Background: an optimization exercise with open tools, aiming at small area, a short achievable clock period and few clock cycles per item. Do not read the settings as production practice.
Function was checked by simulation only, so behaviour that the tests miss may differ from the original.
The clock port is modelled as an ideal driver; clocking choices that lean on that would not hold on a real chip.
Power and IR drop assume default switching activity.

==> inputs of run a <==
## axi_system_top
module axi_system_top #
(
    parameter ADDR_WIDTH = 32,
    parameter DATA_WIDTH = 32,
    parameter NUM_REGS   = 16
)
(
    input                       aclk,
    input                       aresetn,
    input                       m_wr_req,
    input   [ADDR_WIDTH-1:0]    m_wr_addr,
    input   [DATA_WIDTH-1:0]    m_wr_data,
    input   [DATA_WIDTH/8-1:0]  m_wr_strb,
    output                      m_wr_done,
    output  [1:0]               m_wr_resp,
    input                       m_rd_req,
    input   [ADDR_WIDTH-1:0]    m_rd_addr,
    output  [DATA_WIDTH-1:0]    m_rd_data,
    output                      m_rd_done,
    output  [1:0]               m_rd_resp
);
    register_file #(
        .DATA_WIDTH (DATA_WIDTH),
        .NUM_REGS   (NUM_REGS)
    ) u_regs (
        .clk     (aclk),
        .rst_n   (aresetn),
        .wr_req  (m_wr_req),
        .wr_sel  (m_wr_addr[5:2]),
        .wr_data (m_wr_data),
        .wr_strb (m_wr_strb),
        .wr_done (m_wr_done),
        .rd_req  (m_rd_req),
        .rd_sel  (m_rd_addr[5:2]),
        .rd_data (m_rd_data),
        .rd_done (m_rd_done)
    );
    assign m_wr_resp = 2'b00;
    assign m_rd_resp = 2'b00;
endmodule
==> flow/config.mk <==
export PLATFORM = sky130hd
export DESIGN_NAME = axi_system_top
export DESIGN_NICKNAME = axi_system_top
export VERILOG_FILES = /design/flow/design.v
export SDC_FILE = /design/flow/constraint.sdc
export NUM_CORES = 4
export LEC_CHECK = 0
export CAP_MARGIN = 20
export CORE_MARGIN = 2
export CORE_UTILIZATION = 50
export CTS_CLUSTER_DIAMETER = 80
export CTS_CLUSTER_SIZE = 30
export PLACE_DENSITY = 0.85
export SETUP_SLACK_MARGIN = 2.1
export SLEW_MARGIN = 20
==> flow/constraint.sdc <==
create_clock -name core_clock -period 4.0 [get_ports {aclk}]
set_input_delay 0.8000 -clock core_clock [delete_from_list [all_inputs] [get_ports {aclk}]]
set_output_delay 0.8000 -clock core_clock [all_outputs]
set_load 0.01 [all_outputs]
standard.sh (not shown) runs the stock make flow with config.mk's settings and CLKGATE_MAP_FILE= SYNTH_SCRIPT=/design/flow/synth_recipe.tcl, a recipe that flattens the netlist after the stock synthesis.
==> flow/flow/run.sh <==
#!/bin/bash
# The standard layout, with the resizer free to change a cell's footprint.
set -euo pipefail
bash standard.sh MATCH_CELL_FOOTPRINT=0 "BUFFER_PORTS_ARGS=-buffer_cell sky130_fd_sc_hd__buf_1" finish > standard.log 2>&1
==> inputs of run b, as changes to run a <==
==> flow/flow/run.sh (replaced) <==
#!/bin/bash
# The standard layout, with the resizer free to change a cell's footprint,
# plain buf_1 cells as the port buffers (upsized by the resizer as needed),
# and an extra gate-sizing pass after global route (flow/post_grt.tcl).
set -euo pipefail
export POST_GLOBAL_ROUTE_TCL="$PWD/flow/post_grt.tcl"
bash standard.sh MATCH_CELL_FOOTPRINT=0 "BUFFER_PORTS_ARGS=-buffer_cell sky130_fd_sc_hd__buf_1" \
  "POST_GLOBAL_ROUTE_TCL=$PWD/flow/post_grt.tcl" finish > standard.log 2>&1
==> flow/flow/post_grt.tcl (new file) <==
puts "post_grt: extra sizing to setup margin 2.3"
estimate_parasitics -global_routing
report_worst_slack -max
repair_timing -setup -setup_margin 2.3 -repair_tns 0 -sequence "sizeup,swap" -verbose
global_route -start_incremental
detailed_placement
global_route -end_incremental
estimate_parasitics -global_routing
report_worst_slack -max
- CORE_UTILIZATION: 50 -> 66
- PLACE_DENSITY: 0.85 -> default
- SETUP_SLACK_MARGIN: 2.1 -> 2.0
==> run notes <==
Pre-CTS setup slack: run b 0.778 ns; run a 0.823 ns
Start of the worst register-to-register path: run b u_regs.valid[3]; run a u_regs.valid[12]
Crit path time final: run b 1.88 ns; run a 2.24 ns
Reg area: run b 16500 um2; run a 16500 um2
Wire length of the first global-routing pass: run b 69400 um; run a 74500 um
Worst setup path end: run b u_regs.rd_data[30]; run a u_regs.rd_data[2]
Area occupied by multi-input gates: run b 4070 um2; run a 4330 um2
Met2 GRT Util: run b 47.2%; run a 38.6%
Power in sequential cells: run b 6.66 mW; run a 6.68 mW
Buf/Inv on CP: run b 3; run a 2
Fillers: run b 1842; run a 2786
Height of the die: run b 180 um; run a 206 um
Clock-cell share of area: run b 3.00%; run a 2.76%
Floorplan die width: run b 180 um; run a 206 um
Worst reg-to-reg setup slack: run b 2.14 ns; run a 1.86 ns
Result of the run: run b timing/DRC/antenna clean; run a timing/DRC/antenna clean
Clock-pin slew of the registers on the worst-case setup and hold paths: run b 0.11 ns; run a 0.12 ns
Post-layout utilization of the core: run b 75.4%; run a 58.5%
# nets final: run b 1397; run a 1410
Testbench counts of run a, summed over its fixed seeds: cycles 6,168, items 8,192.
Testbench counts of run b, summed over its fixed seeds: cycles 6,168, items 8,192.

==> inputs of raven <==
==> flow/design.v <==
module register_file #(
    parameter DATA_WIDTH = 32,
    parameter NUM_REGS   = 16
)(
    input                       clk,
    input                       rst_n,
    input                       wr_req,
    input   [3:0]               wr_sel,
    input   [DATA_WIDTH-1:0]    wr_data,
    input   [DATA_WIDTH/8-1:0]  wr_strb,
    output reg                  wr_done,
    input                       rd_req,
    input   [3:0]               rd_sel,
    output reg [DATA_WIDTH-1:0] rd_data,
    output reg                  rd_done
);
    localparam NB = DATA_WIDTH/8;
    reg [DATA_WIDTH*NUM_REGS-1:0] regs;
    reg [NUM_REGS-1:0]            valid;
    wire [DATA_WIDTH-1:0] wr_data_m;
    genvar g;
    generate
        for (g = 0; g < NB; g = g + 1) begin : g_m
            assign wr_data_m[8*g +: 8] = wr_data[8*g +: 8] & {8{wr_strb[g]}};
        end
    endgenerate
    reg [3:0] wr_lo, wr_hi, rd_lo, rd_hi;
    integer j;
    always @(*)
        for (j = 0; j < 4; j = j + 1) begin
            wr_lo[j] = wr_req && wr_sel[1:0] == j;
            wr_hi[j] = wr_sel[3:2] == j;
            rd_lo[j] = rd_sel[1:0] == j;
            rd_hi[j] = rd_sel[3:2] == j;
        end
    reg [NUM_REGS-1:0] wr_hit;
    reg [NUM_REGS-1:0] rd_hit;
    integer r, b;
    always @(*)
        for (r = 0; r < NUM_REGS; r = r + 1) begin
            wr_hit[r] = wr_lo[r % 4] && wr_hi[r / 4];
            rd_hit[r] = rd_lo[r % 4] && rd_hi[r / 4] && valid[r];
        end
    always @(posedge clk or negedge rst_n) begin
        if (!rst_n) begin
            valid   <= {NUM_REGS{1'b0}};
            wr_done <= 1'b0;
            rd_done <= 1'b0;
        end else begin
            valid   <= valid | wr_hit;
            wr_done <= wr_req;
            rd_done <= rd_req;
        end
    end
    always @(posedge clk)
        for (r = 0; r < NUM_REGS; r = r + 1)
            for (b = 0; b < NB; b = b + 1)
                if (wr_lo[r % 4] && wr_hi[r / 4] && (wr_strb[b] || !valid[r]))
                    regs[r*DATA_WIDTH + 8*b +: 8] <= wr_data_m[8*b +: 8];
    reg [DATA_WIDTH-1:0] rd_next;
    always @(*) begin
        rd_next = {DATA_WIDTH{1'b0}};
        for (r = 0; r < NUM_REGS; r = r + 1)
            rd_next = rd_next | (regs[r*DATA_WIDTH +: DATA_WIDTH] & {DATA_WIDTH{rd_hit[r]}});
    end
    always @(posedge clk)
        rd_data <= rd_next;
endmodule
module axi_system_top #
(
    parameter ADDR_WIDTH = 32,
    parameter DATA_WIDTH = 32,
    parameter NUM_REGS   = 16
)
(
    input                       aclk,
    input                       aresetn,
    input                       m_wr_req,
    input   [ADDR_WIDTH-1:0]    m_wr_addr,
    input   [DATA_WIDTH-1:0]    m_wr_data,
    input   [DATA_WIDTH/8-1:0]  m_wr_strb,
    output                      m_wr_done,
    output  [1:0]               m_wr_resp,
    input                       m_rd_req,
    input   [ADDR_WIDTH-1:0]    m_rd_addr,
    output  [DATA_WIDTH-1:0]    m_rd_data,
    output                      m_rd_done,
    output  [1:0]               m_rd_resp
);
    register_file #(
        .DATA_WIDTH (DATA_WIDTH),
        .NUM_REGS   (NUM_REGS)
    ) u_regs (
        .clk     (aclk),
        .rst_n   (aresetn),
        .wr_req  (m_wr_req),
        .wr_sel  (m_wr_addr[5:2]),
        .wr_data (m_wr_data),
        .wr_strb (m_wr_strb),
        .wr_done (m_wr_done),
        .rd_req  (m_rd_req),
        .rd_sel  (m_rd_addr[5:2]),
        .rd_data (m_rd_data),
        .rd_done (m_rd_done)
    );
    assign m_wr_resp = 2'b00;
    assign m_rd_resp = 2'b00;
endmodule
==> flow/flow/run.sh <==
#!/bin/bash
# The standard layout, with the resizer free to change a cell's footprint,
# plain buf_1 cells as the port buffers (upsized by the resizer as needed),
# a flatter clock tree (flow/post_cts.tcl) and an extra gate-sizing pass
# after global route (flow/post_grt.tcl).
set -euo pipefail
export POST_CTS_TCL="$PWD/flow/post_cts.tcl"
export POST_GLOBAL_ROUTE_TCL="$PWD/flow/post_grt.tcl"
bash standard.sh MATCH_CELL_FOOTPRINT=0 "BUFFER_PORTS_ARGS=-buffer_cell sky130_fd_sc_hd__buf_1" \
  "POST_CTS_TCL=$PWD/flow/post_cts.tcl" "POST_GLOBAL_ROUTE_TCL=$PWD/flow/post_grt.tcl" \
  finish > standard.log 2>&1
==> flow/flow/post_cts.tcl <==
# Flatten the clock tree's middle level: CTS builds root -> two H-tree
# buffers -> leaf buffers -> flip-flops. Here the leaf buffers are moved
# onto the root's net and the two middle buffers removed, which lowers the
# insertion delay of every flip-flop alike (all leaves stay one level below
# the root).
set block [ord::get_db_block]
set root [$block findInst clkbuf_0_aclk]
if {$root ne "NULL"} {
  set rnet [[$root findITerm X] getNet]
  set mids {}
  foreach inst [$block getInsts] {
    if {[string match "clkbuf_1_*_aclk" [$inst getName]]} { lappend mids $inst }
  }
  foreach inst $mids {
    set onet [[$inst findITerm X] getNet]
    foreach it [$onet getITerms] {
      if {[[$it getInst] getName] eq [$inst getName]} continue
      $it disconnect
      $it connect $rnet
    }
    [$inst findITerm A] disconnect
    [$inst findITerm X] disconnect
    odb::dbInst_destroy $inst
    odb::dbNet_destroy $onet
  }
  puts "post_cts: removed [llength $mids] middle clock buffers"
}
==> flow/flow/post_grt.tcl <==
puts "post_grt: extra sizing to setup margin 2.3"
estimate_parasitics -global_routing
report_worst_slack -max
repair_timing -setup -setup_margin 2.3 -repair_tns 0 -sequence "sizeup,swap" -verbose
global_route -start_incremental
detailed_placement
global_route -end_incremental
estimate_parasitics -global_routing
report_worst_slack -max
==> flow/standard.sh <==
#!/bin/bash
# synth_recipe.tcl (not shown) runs the flow's synth.tcl, then flattens the netlist and writes it again
# the make line also repeats each setting of config.mk as NAME=value (left out here)
make -C /OpenROAD-flow-scripts/flow DESIGN_CONFIG=/design/flow/config.mk WORK_HOME=/design/flow/orfs CLKGATE_MAP_FILE= SYNTH_SCRIPT=/design/flow/synth_recipe.tcl "${@:-finish}"
==> flow/config.mk <==
export PLATFORM = sky130hd
export DESIGN_NAME = axi_system_top
export DESIGN_NICKNAME = axi_system_top
export VERILOG_FILES = /design/flow/design.v
export SDC_FILE = /design/flow/constraint.sdc
export NUM_CORES = 4
export LEC_CHECK = 0
export CAP_MARGIN = 20
export CORE_MARGIN = 2
export CORE_UTILIZATION = 66
export CTS_CLUSTER_DIAMETER = 80
export CTS_CLUSTER_SIZE = 30
export SETUP_SLACK_MARGIN = 2.1
export SLEW_MARGIN = 20
==> flow/constraint.sdc <==
create_clock -name core_clock -period 4.0 [get_ports {aclk}]
set_input_delay 0.8000 -clock core_clock [delete_from_list [all_inputs] [get_ports {aclk}]]
set_output_delay 0.8000 -clock core_clock [all_outputs]
set_load 0.01 [all_outputs]
==> inputs of onyx, as changes to raven <==
==> flow/design.v, changed modules only <==
module register_file #(
    parameter DATA_WIDTH = 32,
    parameter NUM_REGS   = 16
)(
    input                       clk,
    input                       rst_n,
    input                       wr_req,
    input   [3:0]               wr_sel,
    input   [DATA_WIDTH-1:0]    wr_data,
    input   [DATA_WIDTH/8-1:0]  wr_strb,
    output reg                  wr_done,
    input                       rd_req,
    input   [3:0]               rd_sel,
    output reg [DATA_WIDTH-1:0] rd_data,
    output reg                  rd_done
);
    localparam NB = DATA_WIDTH/8;
    reg [DATA_WIDTH*NUM_REGS-1:0] regs;
    reg [NUM_REGS-1:0]            valid;
    wire [DATA_WIDTH-1:0] wr_data_m;
    genvar g;
    generate
        for (g = 0; g < NB; g = g + 1) begin : g_m
            assign wr_data_m[8*g +: 8] = wr_data[8*g +: 8] & {8{wr_strb[g]}};
        end
    endgenerate
    reg [NUM_REGS-1:0] wr_hit;
    reg [NUM_REGS-1:0] rd_hit;
    integer r, b;
    always @(*)
        for (r = 0; r < NUM_REGS; r = r + 1) begin
            wr_hit[r] = wr_req && wr_sel == r;
            rd_hit[r] = rd_sel == r && valid[r];
        end
    always @(posedge clk or negedge rst_n) begin
        if (!rst_n) begin
            valid   <= {NUM_REGS{1'b0}};
            wr_done <= 1'b0;
            rd_done <= 1'b0;
        end else begin
            valid   <= valid | wr_hit;
            wr_done <= wr_req;
            rd_done <= rd_req;
        end
    end
    always @(posedge clk)
        for (r = 0; r < NUM_REGS; r = r + 1)
            for (b = 0; b < NB; b = b + 1)
                if (wr_hit[r] && (wr_strb[b] || !valid[r]))
                    regs[r*DATA_WIDTH + 8*b +: 8] <= wr_data_m[8*b +: 8];
    reg [DATA_WIDTH-1:0] rd_next;
    always @(*) begin
        rd_next = {DATA_WIDTH{1'b0}};
        for (r = 0; r < NUM_REGS; r = r + 1)
            rd_next = rd_next | (regs[r*DATA_WIDTH +: DATA_WIDTH] & {DATA_WIDTH{rd_hit[r]}});
    end
    always @(posedge clk)
        rd_data <= rd_next;
endmodule
==> flow/run.sh (new file) <==
#!/bin/bash
# synth_recipe.tcl (not shown) runs the flow's synth.tcl, then flattens the netlist and writes it again
# the make line also repeats each setting of config.mk as NAME=value (left out here)
make -C /OpenROAD-flow-scripts/flow DESIGN_CONFIG=/design/flow/config.mk WORK_HOME=/design/flow/orfs CLKGATE_MAP_FILE= SYNTH_SCRIPT=/design/flow/synth_recipe.tcl finish
--- a/flow/config.mk
+++ b/flow/config.mk
@@ -9,6 +9,7 @@
 export CORE_MARGIN = 2
-export CORE_UTILIZATION = 66
-export CTS_CLUSTER_DIAMETER = 80
-export CTS_CLUSTER_SIZE = 30
-export SETUP_SLACK_MARGIN = 2.1
+export CORE_UTILIZATION = 60
+export CTS_BUF_LIST = sky130_fd_sc_hd__clkbuf_8
+export CTS_CLUSTER_DIAMETER = 50
+export CTS_CLUSTER_SIZE = 16
+export SETUP_SLACK_MARGIN = 2.0
 export SLEW_MARGIN = 20
removed: flow/flow/run.sh
removed: flow/flow/post_cts.tcl
removed: flow/flow/post_grt.tcl
removed: flow/standard.sh
==> inputs of delta, as changes to raven <==
==> flow/flow/run.sh (replaced) <==
#!/bin/bash
# The standard layout, with the resizer free to change a cell's footprint,
# plain buf_1 cells as the port buffers (upsized by the resizer as needed),
# and an extra gate-sizing pass after global route (flow/post_grt.tcl).
set -euo pipefail
export POST_GLOBAL_ROUTE_TCL="$PWD/flow/post_grt.tcl"
bash standard.sh MATCH_CELL_FOOTPRINT=0 "BUFFER_PORTS_ARGS=-buffer_cell sky130_fd_sc_hd__buf_1" \
  "POST_GLOBAL_ROUTE_TCL=$PWD/flow/post_grt.tcl" finish > standard.log 2>&1
--- a/flow/config.mk
+++ b/flow/config.mk
@@ -12,3 +12,3 @@
 export CTS_CLUSTER_SIZE = 30
-export SETUP_SLACK_MARGIN = 2.1
+export SETUP_SLACK_MARGIN = 1.9
 export SLEW_MARGIN = 20
removed: flow/flow/post_cts.tcl
==> inputs of yarrow, as changes to raven <==
==> flow/flow/run.sh (replaced) <==
#!/bin/bash
# The standard layout, with the resizer free to change a cell's footprint.
set -euo pipefail
bash standard.sh MATCH_CELL_FOOTPRINT=0 "BUFFER_PORTS_ARGS=-buffer_cell sky130_fd_sc_hd__buf_1" finish > standard.log 2>&1
--- a/flow/config.mk
+++ b/flow/config.mk
@@ -9,5 +9,6 @@
 export CORE_MARGIN = 2
-export CORE_UTILIZATION = 66
+export CORE_UTILIZATION = 68
 export CTS_CLUSTER_DIAMETER = 80
 export CTS_CLUSTER_SIZE = 30
+export GPL_TIMING_DRIVEN = 0
 export SETUP_SLACK_MARGIN = 2.1
removed: flow/flow/post_cts.tcl
removed: flow/flow/post_grt.tcl
==> qor summary <==
| item | delta | onyx | yarrow | raven |
|---|---|---|---|---|
| Power density cells | 448 nW/um2 | 440 nW/um2 | 432 nW/um2 | 439 nW/um2 |
| Crit path time final | 1.90 ns | 1.97 ns | 2.11 ns | 1.87 ns |
| Detail-routed via count per cell | 6.76 | 6.29 | 7.22 | 6.67 |
| Part of the cycle the worst path needs | 47.4% | 49.1% | 52.8% | 46.9% |
| Met3 wire length | 4740 um | 3220 um | 6700 um | 3580 um |
| Worst Path Arrival | 2.17 ns | 2.45 ns | 2.40 ns | 2.08 ns |
| Final cell utilization of the core | 74.5% | 71.5% | 83.5% | 75.6% |
| Run status | timing/DRC/antenna clean | timing/DRC/antenna clean | timing/DRC/antenna clean | timing/DRC/antenna clean |
| Hold_buf cts | 0 | 0 | 0 | - |
| Total length of routed met2 wires | 22900 um | 23400 um | 26600 um | 23300 um |
| Area of the die | 32400 um2 | 35600 um2 | 31500 um2 | 32400 um2 |
| Gates resized, CTS repair | 17 | 163 | 226 | - |
| Sequential share of power | 65.3% | 63.2% | 62.5% | 65.7% |
| Met1 WL | 19500 um | 20800 um | 20800 um | 19000 um |
| CP max stage cell | nor3b_4 | dlygate4sd2_1 | nand2_1 | nor3b_4 |
| DR WL/cell | 28.7 um | 26.8 um | 32.1 um | 28.0 um |
| Unrepaired setup endpoints after global routing | - | no | yes | - |
| Clock root cell | clkbuf_16 | clkbuf_8 | clkbuf_16 | - |
| Reported clock group power | 2.81 mW | 3.07 mW | 3.06 mW | 2.72 mW |
| Synth Cell Area | 20400 um2 | 20400 um2 | 20400 um2 | 20400 um2 |
| Global Route met1 Usage | 42.6% | 40.2% | 52.3% | 41.7% |
| Rel. slew slack | 53.7% | 40.0% | 54.7% | 51.3% |
Testbench counts of raven, summed over its fixed seeds: cycles 6,168, items 8,192.
Testbench counts of onyx, summed over its fixed seeds: cycles 6,168, items 8,192.
Testbench counts of delta, summed over its fixed seeds: cycles 6,168, items 8,192.
Testbench counts of yarrow, summed over its fixed seeds: cycles 6,168, items 8,192.

## what the ideal ports hide
The flow's constraints put no driver on any port. The routed layouts listed below were extracted and timed again, unchanged, in two steps.
Step 1: set_driving_cell puts a clkbuf_16 on aclk and a buf_2 on each other input, an assumption about the parent block.
Step 2, shift: input delay + t, output delay - t, t = (earliest + latest rising clock arrival at the registers) / 2. This alone moves slack from input paths to output paths.
Three values: ideal ports, drivers, drivers and shift; two values: the first two.
| run | t, ns | setup slack, ns | hold WS [ns] |
|---|---|---|---|
| run a | 0.621 | 1.760 / 1.748 / 1.128 | 0.174 / 0.150 / 0.511 |
| run b | 0.613 | 2.124 / 2.072 / 1.545 | 0.182 / 0.152 / 0.488 |
| raven | 0.607 | 2.126 / 2.087 / 1.495 | 0.195 / 0.169 / 0.496 |
| onyx | 0.649 | 2.034 / 2.000 / 1.368 | 0.484 / 0.484 / 0.484 |
| delta | 0.613 | 2.105 / 2.087 / 1.478 | 0.208 / 0.246 / 0.502 |
| yarrow | 0.627 | 1.890 / 1.874 / 1.247 | 0.192 / 0.167 / 0.488 |
After both steps setup and hold are still met in every run listed. The setup slack of onyx, which loses most, moves by -0.034 ns with the drivers and by -0.666 ns with both steps.
